This is an optimization exercise on Yosys and OpenROAD, whose aim is small area, not a production implementation. Only simulation tests tie the RTL to the original design; equivalence was not proved. Power is estimated from default activity; no workload was simulated.

Design golife, start of the top module:
module golife #(
	parameter SIDEWIDTH = 16
)(
	input  wire clk,
	input  wire rst,
	input  wire load,
	input  wire run,
	input  wire [SIDEWIDTH-1:0][SIDEWIDTH-1:0] ingrid,
	output reg  [SIDEWIDTH-1:0][SIDEWIDTH-1:0] grid
);
    localparam N = SIDEWIDTH;
    wire ld  = ~rst & load;
    wire hd  = ~rst & ~load & ~run;
    wire rnn = rst | load | ~run;
    wire [N-1:0][N-1:0] h0, h1;
    wire [N/2-1:0][N-1:0] t0, t1, t2, q;
    genvar i, j;
    generate
        for (i = 0; i < N; i = i + 1) begin: row
            for (j = 0; j < N; j = j + 1) begin: col
                gl_fa u_h3(.a(grid[i][(j+N-1)%N]), .b(grid[i][j]), .c(grid[i][(j+1)%N]),
                           .s(h0[i][j]), .co(h1[i][j]));
            end
        end
        for (i = 0; i < N/2; i = i + 1) begin: prow
            for (j = 0; j < N; j = j + 1) begin: pcol
                gl_pair u_t(.a0(h0[2*i][j]), .a1(h1[2*i][j]), .b0(h0[2*i+1][j]), .b1(h1[2*i+1][j]),
                            .rnn(rnn), .t0(t0[i][j]), .t1(t1[i][j]), .t2(t2[i][j]), .q(q[i][j]));
            end
        end
        for (i = 0; i < N; i = i + 1) begin: crow
            for (j = 0; j < N; j = j + 1) begin: ccol
                localparam P = i / 2;
                localparam O = (i % 2 == 0) ? (i + N - 1) % N : (i + 1) % N;
                wire d;
                gl_next u_n(.t0(t0[P][j]), .t1(t1[P][j]), .t2(t2[P][j]), .rnn(rnn), .q(q[P][j]),
                            .h0(h0[O][j]), .h1(h1[O][j]), .g(grid[i][j]), .in(ingrid[i][j]),
                            .ld(ld), .hd(hd), .d(d));
                always @(posedge clk) grid[i][j] <= d;
            end
        end
    endgenerate
endmodule
For scale: roughly 3300 cells after synthesis, ~28000 um2 of cells after synthesis.
clock: 5.0 ns
lec_check: 0
cap_margin: 20
core_margin: 2
core_utilization: 75
slew_margin: 20
synth_hierarchical: 1
standard.sh (not shown) runs the stock make flow with config.mk's settings and CLKGATE_MAP_FILE= SYNTH_SCRIPT=/design/flow/synth_recipe.tcl, a recipe that flattens the netlist after the stock synthesis.
==> flow/flow/run.sh <==
#!/bin/bash
# Own layout flow: the standard ORFS flow (standard.sh) with these changes:
#  - after synthesis, every combinational cell is set to the smallest drive strength of its
#    function (flow/downsize.sed; same cell function and pins), leaving the registers alone;
#    the resizer later upsizes wherever slew, capacitance or timing need it;
#  - the port buffers are made with sky130_fd_sc_hd__buf_1;
#  - the clock tree is built from clkbuf_4 in clusters of up to 7 registers,
#    without dummy loads.
set -euo pipefail
export BUFFER_PORTS_ARGS="-buffer_cell sky130_fd_sc_hd__buf_1"
export CTS_ARGS="-sink_clustering_enable -repair_clock_nets -buf_list {sky130_fd_sc_hd__clkbuf_4} -sink_clustering_size 7 -sink_clustering_max_diameter 50 -dont_use_dummy_load"
R=orfs/results/sky130hd/golife/base
bash standard.sh synth > make_synth.log 2>&1
cp $R/1_2_yosys.v $R/1_2_yosys.orig.v
sed -f flow/downsize.sed $R/1_2_yosys.orig.v > $R/1_2_yosys.v
diff $R/1_2_yosys.orig.v $R/1_2_yosys.v | grep -c '^>' > downsize.log || true
bash standard.sh > make_layout.log 2>&1
Other scripts of this flow, unchanged in this note and not shown: flow/flow/downsize.sed
Then changed:
--- a/flow/flow/run.sh
+++ b/flow/flow/run.sh
@@ -6,3 +6,3 @@
 #  - the port buffers are made with sky130_fd_sc_hd__buf_1;
-#  - the clock tree is built from clkbuf_4 in clusters of up to 7 registers,
+#  - the clock tree is built from clkbuf_8 in clusters of up to 12 registers,
 #    without dummy loads.
--- a/flow/config.mk
+++ b/flow/config.mk
@@ -9,3 +9,3 @@
 export CORE_MARGIN = 2
-export CORE_UTILIZATION = 75
+export CORE_UTILIZATION = 60
 export SLEW_MARGIN = 20
Result: The new run ran to the end with no violations. Wire length rose by a few percent. Utilization fell by 16 points. Clock skew fell by 4.5 ps. Synthesized area is unchanged. Worst hold slack loses 31 ps. Die area rose by a quarter to a third. Global-route usage fell by 8.1 points. Worst setup slack gains 41 ps. Non-clock buffer count rose by 4.

golife again, from the RTL that the note above started with.
==> flow/config.mk <==
export PLATFORM = sky130hd
export DESIGN_NAME = golife
export DESIGN_NICKNAME = golife
export VERILOG_FILES = /design/flow/design.v
export SDC_FILE = /design/flow/constraint.sdc
export NUM_CORES = 4
export LEC_CHECK = 0
export CAP_MARGIN = 0
export CORE_MARGIN = 2
export CORE_UTILIZATION = 60
export SLEW_MARGIN = 0
export SYNTH_HIERARCHICAL = 1
==> flow/constraint.sdc <==
create_clock -name core_clock -period 5.0 [get_ports {clk}]
set_input_delay 1.0000 -clock core_clock [delete_from_list [all_inputs] [get_ports {clk}]]
set_output_delay 1.0000 -clock core_clock [all_outputs]
set_load 0.01 [all_outputs]
==> flow/flow/run.sh <==
#!/bin/bash
# Own layout flow: the standard ORFS flow (standard.sh) with these changes:
#  - after synthesis, every combinational cell is set to the smallest drive strength of its
#    function (flow/downsize.sed; same cell function and pins), leaving the registers alone;
#    the resizer later upsizes wherever slew, capacitance or timing need it;
#  - the port buffers are made with sky130_fd_sc_hd__buf_1;
#  - the clock tree is built from clkbuf_8 in clusters of up to 12 registers,
#    without dummy loads.
set -euo pipefail
export BUFFER_PORTS_ARGS="-buffer_cell sky130_fd_sc_hd__buf_1"
export CTS_ARGS="-sink_clustering_enable -repair_clock_nets -buf_list {sky130_fd_sc_hd__clkbuf_8} -sink_clustering_size 12 -sink_clustering_max_diameter 80 -dont_use_dummy_load"
R=orfs/results/sky130hd/golife/base
bash standard.sh synth > make_synth.log 2>&1
cp $R/1_2_yosys.v $R/1_2_yosys.orig.v
sed -f flow/downsize.sed $R/1_2_yosys.orig.v > $R/1_2_yosys.v
diff $R/1_2_yosys.orig.v $R/1_2_yosys.v | grep -c '^>' > downsize.log || true
bash standard.sh > make_layout.log 2>&1
Other scripts of this flow, unchanged in this note and not shown: flow/flow/downsize.sed
Rerun with:
--- a/flow/flow/run.sh
+++ b/flow/flow/run.sh
@@ -5,9 +5,9 @@
 #    the resizer later upsizes wherever slew, capacitance or timing need it;
 #  - the port buffers are made with sky130_fd_sc_hd__buf_1;
-#  - the clock tree is built from clkbuf_8 in clusters of up to 12 registers,
+#  - the clock tree is built from clkbuf_4 in clusters of up to 7 registers,
 #    without dummy loads.
 set -euo pipefail
 export BUFFER_PORTS_ARGS="-buffer_cell sky130_fd_sc_hd__buf_1"
-export CTS_ARGS="-sink_clustering_enable -repair_clock_nets -buf_list {sky130_fd_sc_hd__clkbuf_8} -sink_clustering_size 12 -sink_clustering_max_diameter 80 -dont_use_dummy_load"
+export CTS_ARGS="-sink_clustering_enable -repair_clock_nets -buf_list {sky130_fd_sc_hd__clkbuf_4} -sink_clustering_size 7 -sink_clustering_max_diameter 50 -dont_use_dummy_load"
 R=orfs/results/sky130hd/golife/base
 bash standard.sh synth > make_synth.log 2>&1
CAP_MARGIN = 20   (was 0)
SLEW_MARGIN = 20   (was 0)
What happened: The new run completed with no timing, DRC or antenna violations. Utilization stays flat. Clock power is about the same. Via count hardly moves. Final area is about the same. Area after synthesis stays the same. Combinational power barely changes. Count of clock-buffer cells in the layout is higher by 21. Setup slack improves by 58 ps. Critical path depth stays the same.
Rerun with:
--- a/flow/flow/run.sh
+++ b/flow/flow/run.sh
@@ -5,9 +5,11 @@
 #    the resizer later upsizes wherever slew, capacitance or timing need it;
 #  - the port buffers are made with sky130_fd_sc_hd__buf_1;
-#  - the clock tree is built from clkbuf_4 in clusters of up to 7 registers,
-#    without dummy loads.
+#  - the clock tree is built from clkbuf_8 in clusters of up to 12 registers,
+#    without dummy loads;
+#  - after global routing, repair_timing -recover_power 100 downsizes gates off the critical paths.
 set -euo pipefail
 export BUFFER_PORTS_ARGS="-buffer_cell sky130_fd_sc_hd__buf_1"
 export CTS_ARGS="-sink_clustering_enable -repair_clock_nets -buf_list {sky130_fd_sc_hd__clkbuf_4} -sink_clustering_size 7 -sink_clustering_max_diameter 50 -dont_use_dummy_load"
+export RECOVER_POWER=100
 R=orfs/results/sky130hd/golife/base
 bash standard.sh synth > make_synth.log 2>&1
The new run finished clean.
Critical path depth does not change.
Register-to-register slack is about the same.
Utilization does not change.
Rerun with:
--- a/flow/flow/run.sh
+++ b/flow/flow/run.sh
@@ -6,10 +6,8 @@
 #  - the port buffers are made with sky130_fd_sc_hd__buf_1;
 #  - the clock tree is built from clkbuf_8 in clusters of up to 12 registers,
-#    without dummy loads;
-#  - after global routing, repair_timing -recover_power 100 downsizes gates off the critical paths.
+#    without dummy loads.
 set -euo pipefail
 export BUFFER_PORTS_ARGS="-buffer_cell sky130_fd_sc_hd__buf_1"
-export CTS_ARGS="-sink_clustering_enable -repair_clock_nets -buf_list {sky130_fd_sc_hd__clkbuf_4} -sink_clustering_size 7 -sink_clustering_max_diameter 50 -dont_use_dummy_load"
-export RECOVER_POWER=100
+export CTS_ARGS="-sink_clustering_enable -repair_clock_nets -buf_list {sky130_fd_sc_hd__clkbuf_8} -sink_clustering_size 12 -sink_clustering_max_diameter 80 -dont_use_dummy_load"
 R=orfs/results/sky130hd/golife/base
 bash standard.sh synth > make_synth.log 2>&1
Result: The new run went through all stages and came out clean. Worst setup slack is worse by 55 ps. Synthesized cell count does not change. Total power increases slightly. Design area hardly moves. Register-to-register slack degrades by 60 ps. Die area does not change. Wire length is about the same. Utilization is about the same.

golife, a different RTL version from the one above (not shown whole).
Size in the first run: ~2900 cells after synthesis, roughly 520 I/O pins, roughly 29000 um2 of cells after synthesis.
==> flow/design.v (excerpt) <==
module golife #(
	parameter SIDEWIDTH = 16
)(
	input  wire clk,
	input  wire rst,
	input  wire load,
	input  wire run,
	input  wire [SIDEWIDTH-1:0][SIDEWIDTH-1:0] ingrid,
	output reg  [SIDEWIDTH-1:0][SIDEWIDTH-1:0] grid
);
    localparam N = SIDEWIDTH;
    wire ld  = ~rst & load;
    wire hd  = ~rst & ~load & ~run;
    wire rnn = rst | load | ~run;
    wire [N-1:0][N-1:0] h0, h1;
    wire [N/2-1:0][N-1:0] t0, t1, be, de;
    genvar i, j;
    generate
        for (i = 0; i < N; i = i + 1) begin: row
            for (j = 0; j < N; j = j + 1) begin: col
                gl_fa u_h3(.a(grid[i][(j+N-1)%N]), .b(grid[i][j]), .c(grid[i][(j+1)%N]),
                           .s(h0[i][j]), .co(h1[i][j]));
            end
        end
        for (i = 0; i < N/2; i = i + 1) begin: prow
            for (j = 0; j < N; j = j + 1) begin: pcol
                gl_pair u_t(.a0(h0[2*i][j]), .a1(h1[2*i][j]), .b0(h0[2*i+1][j]), .b1(h1[2*i+1][j]),
                            .rnn(rnn), .t0(t0[i][j]), .t1(t1[i][j]), .be(be[i][j]), .de(de[i][j]));
            end
        end
        for (i = 0; i < N; i = i + 1) begin: crow
            for (j = 0; j < N; j = j + 1) begin: ccol
                localparam P = i / 2;
                localparam O = (i % 2 == 0) ? (i + N - 1) % N : (i + 1) % N;
                wire d;
                gl_next u_n(.t0(t0[P][j]), .t1(t1[P][j]), .be(be[P][j]), .de(de[P][j]),
                            .h0(h0[O][j]), .h1(h1[O][j]), .g(grid[i][j]), .in(ingrid[i][j]),
                            .ld(ld), .hd(hd), .d(d));
                always @(posedge clk) grid[i][j] <= d;
            end
        end
    endgenerate
endmodule
==> flow/config.mk <==
export PLATFORM = sky130hd
export DESIGN_NAME = golife
export DESIGN_NICKNAME = golife
export VERILOG_FILES = /design/flow/design.v
export SDC_FILE = /design/flow/constraint.sdc
export NUM_CORES = 4
export LEC_CHECK = 0
export CAP_MARGIN = 20
export CORE_MARGIN = 2
export CORE_UTILIZATION = 60
export SLEW_MARGIN = 20
export SYNTH_HIERARCHICAL = 1
==> flow/constraint.sdc <==
create_clock -name core_clock -period 5.0 [get_ports {clk}]
set_input_delay 1.0000 -clock core_clock [delete_from_list [all_inputs] [get_ports {clk}]]
set_output_delay 1.0000 -clock core_clock [all_outputs]
set_load 0.01 [all_outputs]
==> flow/flow/run.sh <==
#!/bin/bash
# Own layout flow: the standard ORFS flow (standard.sh) with two changes:
#  - after synthesis, every combinational cell is set to the smallest drive strength of its
#    function (flow/downsize.sed; same cell function and pins), leaving the registers alone;
#    the resizer later upsizes wherever slew, capacitance or timing need it;
#  - the port buffers are made with sky130_fd_sc_hd__buf_1;
#  - the clock tree is built from clkbuf_4/clkbuf_8 in clusters of up to 16 registers,
#    without dummy loads.
set -euo pipefail
export BUFFER_PORTS_ARGS="-buffer_cell sky130_fd_sc_hd__buf_1"
export CTS_ARGS="-sink_clustering_enable -repair_clock_nets -buf_list {sky130_fd_sc_hd__clkbuf_4 sky130_fd_sc_hd__clkbuf_8} -sink_clustering_size 16 -sink_clustering_max_diameter 60 -dont_use_dummy_load"
R=orfs/results/sky130hd/golife/base
bash standard.sh synth > make_synth.log 2>&1
cp $R/1_2_yosys.v $R/1_2_yosys.orig.v
sed -f flow/downsize.sed $R/1_2_yosys.orig.v > $R/1_2_yosys.v
diff $R/1_2_yosys.orig.v $R/1_2_yosys.v | grep -c '^>' > downsize.log || true
bash standard.sh > make_layout.log 2>&1
Other scripts of this flow, unchanged in this note and not shown: flow/flow/downsize.sed
The starting point completed without violations.
==> next run, changes <==
--- a/flow/flow/run.sh
+++ b/flow/flow/run.sh
@@ -6,3 +6 @@
-#  - the port buffers are made with sky130_fd_sc_hd__buf_1;
-#  - the clock tree is built from clkbuf_4/clkbuf_8 in clusters of up to 16 registers,
-#    without dummy loads.
+#  - the port buffers are made with sky130_fd_sc_hd__buf_1.
@@ -11 +8,0 @@
-export CTS_ARGS="-sink_clustering_enable -repair_clock_nets -buf_list {sky130_fd_sc_hd__clkbuf_4 sky130_fd_sc_hd__clkbuf_8} -sink_clustering_size 16 -sink_clustering_max_diameter 60 -dont_use_dummy_load"
The changed run finished clean.
Register-to-register slack got worse by 70 ps.
Non-clock buffer count stays the same.
Design area rose by 1.7%.
Fmax fell by 2.5%.
==> next run, changes <==
--- a/flow/flow/run.sh
+++ b/flow/flow/run.sh
@@ -6 +6,3 @@
-#  - the port buffers are made with sky130_fd_sc_hd__buf_1.
+#  - the port buffers are made with sky130_fd_sc_hd__buf_1;
+#  - the clock tree is built from clkbuf_4/clkbuf_8 in clusters of up to 16 registers,
+#    without dummy loads.
@@ -8,0 +11 @@
+export CTS_ARGS="-sink_clustering_enable -repair_clock_nets -buf_list {sky130_fd_sc_hd__clkbuf_8} -sink_clustering_size 12 -sink_clustering_max_diameter 80 -dont_use_dummy_load"
Effect:
- first-iteration DRC count barely changes
- final cell count falls slightly
- hold slack degrades by 85 ps
==> next run, changes <==
--- a/flow/flow/run.sh
+++ b/flow/flow/run.sh
@@ -11 +11 @@
-export CTS_ARGS="-sink_clustering_enable -repair_clock_nets -buf_list {sky130_fd_sc_hd__clkbuf_8} -sink_clustering_size 12 -sink_clustering_max_diameter 80 -dont_use_dummy_load"
+export CTS_ARGS="-sink_clustering_enable -repair_clock_nets -buf_list {sky130_fd_sc_hd__clkbuf_16} -sink_clustering_size 24 -sink_clustering_max_diameter 80 -dont_use_dummy_load"
=>
- register-to-register slack gets better by 30 ps
- via count is about the same
- design area rose by 0.83%
- final cell count hardly moves
- routed wire length stays flat
- non-clock buffer count does not change
- core utilization goes up by 0.57 points
- count of clock-buffer cells in the layout went down by 2
- sequential share of layout area goes down by 0.13 points

## afterwards: timing with drivers on the ports
The results above use ideal ports. As a check the final layouts listed here were re-extracted and re-timed, cells and wires unchanged. Step 1: set_driving_cell puts a clkbuf_16 on clk and a buf_2 on each other input, an assumption about the parent block. Step 2 also shifts input and output timing later by t, the mid clock arrival at the registers, as if the neighbouring blocks saw the same clock. Slacks: ideal / step 1 / step 2; pairs: ideal / step 1.
| run | t, ns | setup slack, ns | hold WS [ns] |
|---|---|---|---|
| the first run of note 1 | 0.879 | 1.958 / 1.958 / 1.474 | 0.341 / 0.304 / 0.612 |
| the second run of note 1 | 0.909 | 1.999 / 1.999 / 1.757 | 0.309 / 0.278 / 0.607 |
| the first run of note 2 | 0.716 | 1.942 / 1.942 / 1.766 | 0.520 / 0.490 / 0.616 |
| the second run of note 2 | 0.909 | 1.999 / 1.999 / 1.757 | 0.309 / 0.278 / 0.607 |
| the third run of note 2 | 0.922 | 1.997 / 1.997 / 1.809 | 0.290 / 0.259 / 0.603 |
| the fourth run of note 2 | 0.716 | 1.942 / 1.942 / 1.766 | 0.520 / 0.490 / 0.616 |
| the first run of note 3 | 0.685 | 2.075 / 2.075 / 1.840 | 0.546 / 0.513 / 0.637 |
| the second run of note 3 | 0.623 | 2.001 / 2.001 / 1.810 | 0.617 / 0.580 / 0.632 |
| the third run of note 3 | 0.697 | 2.055 / 2.055 / 1.892 | 0.531 / 0.499 / 0.634 |
| the fourth run of note 3 | 0.642 | 2.088 / 2.088 / 1.870 | 0.593 / 0.554 / 0.635 |
After both steps every run listed still meets setup and hold. For the first run of note 1, which loses most, drivers alone change the setup slack by 0.000 ns; drivers and shift together by -0.484 ns.
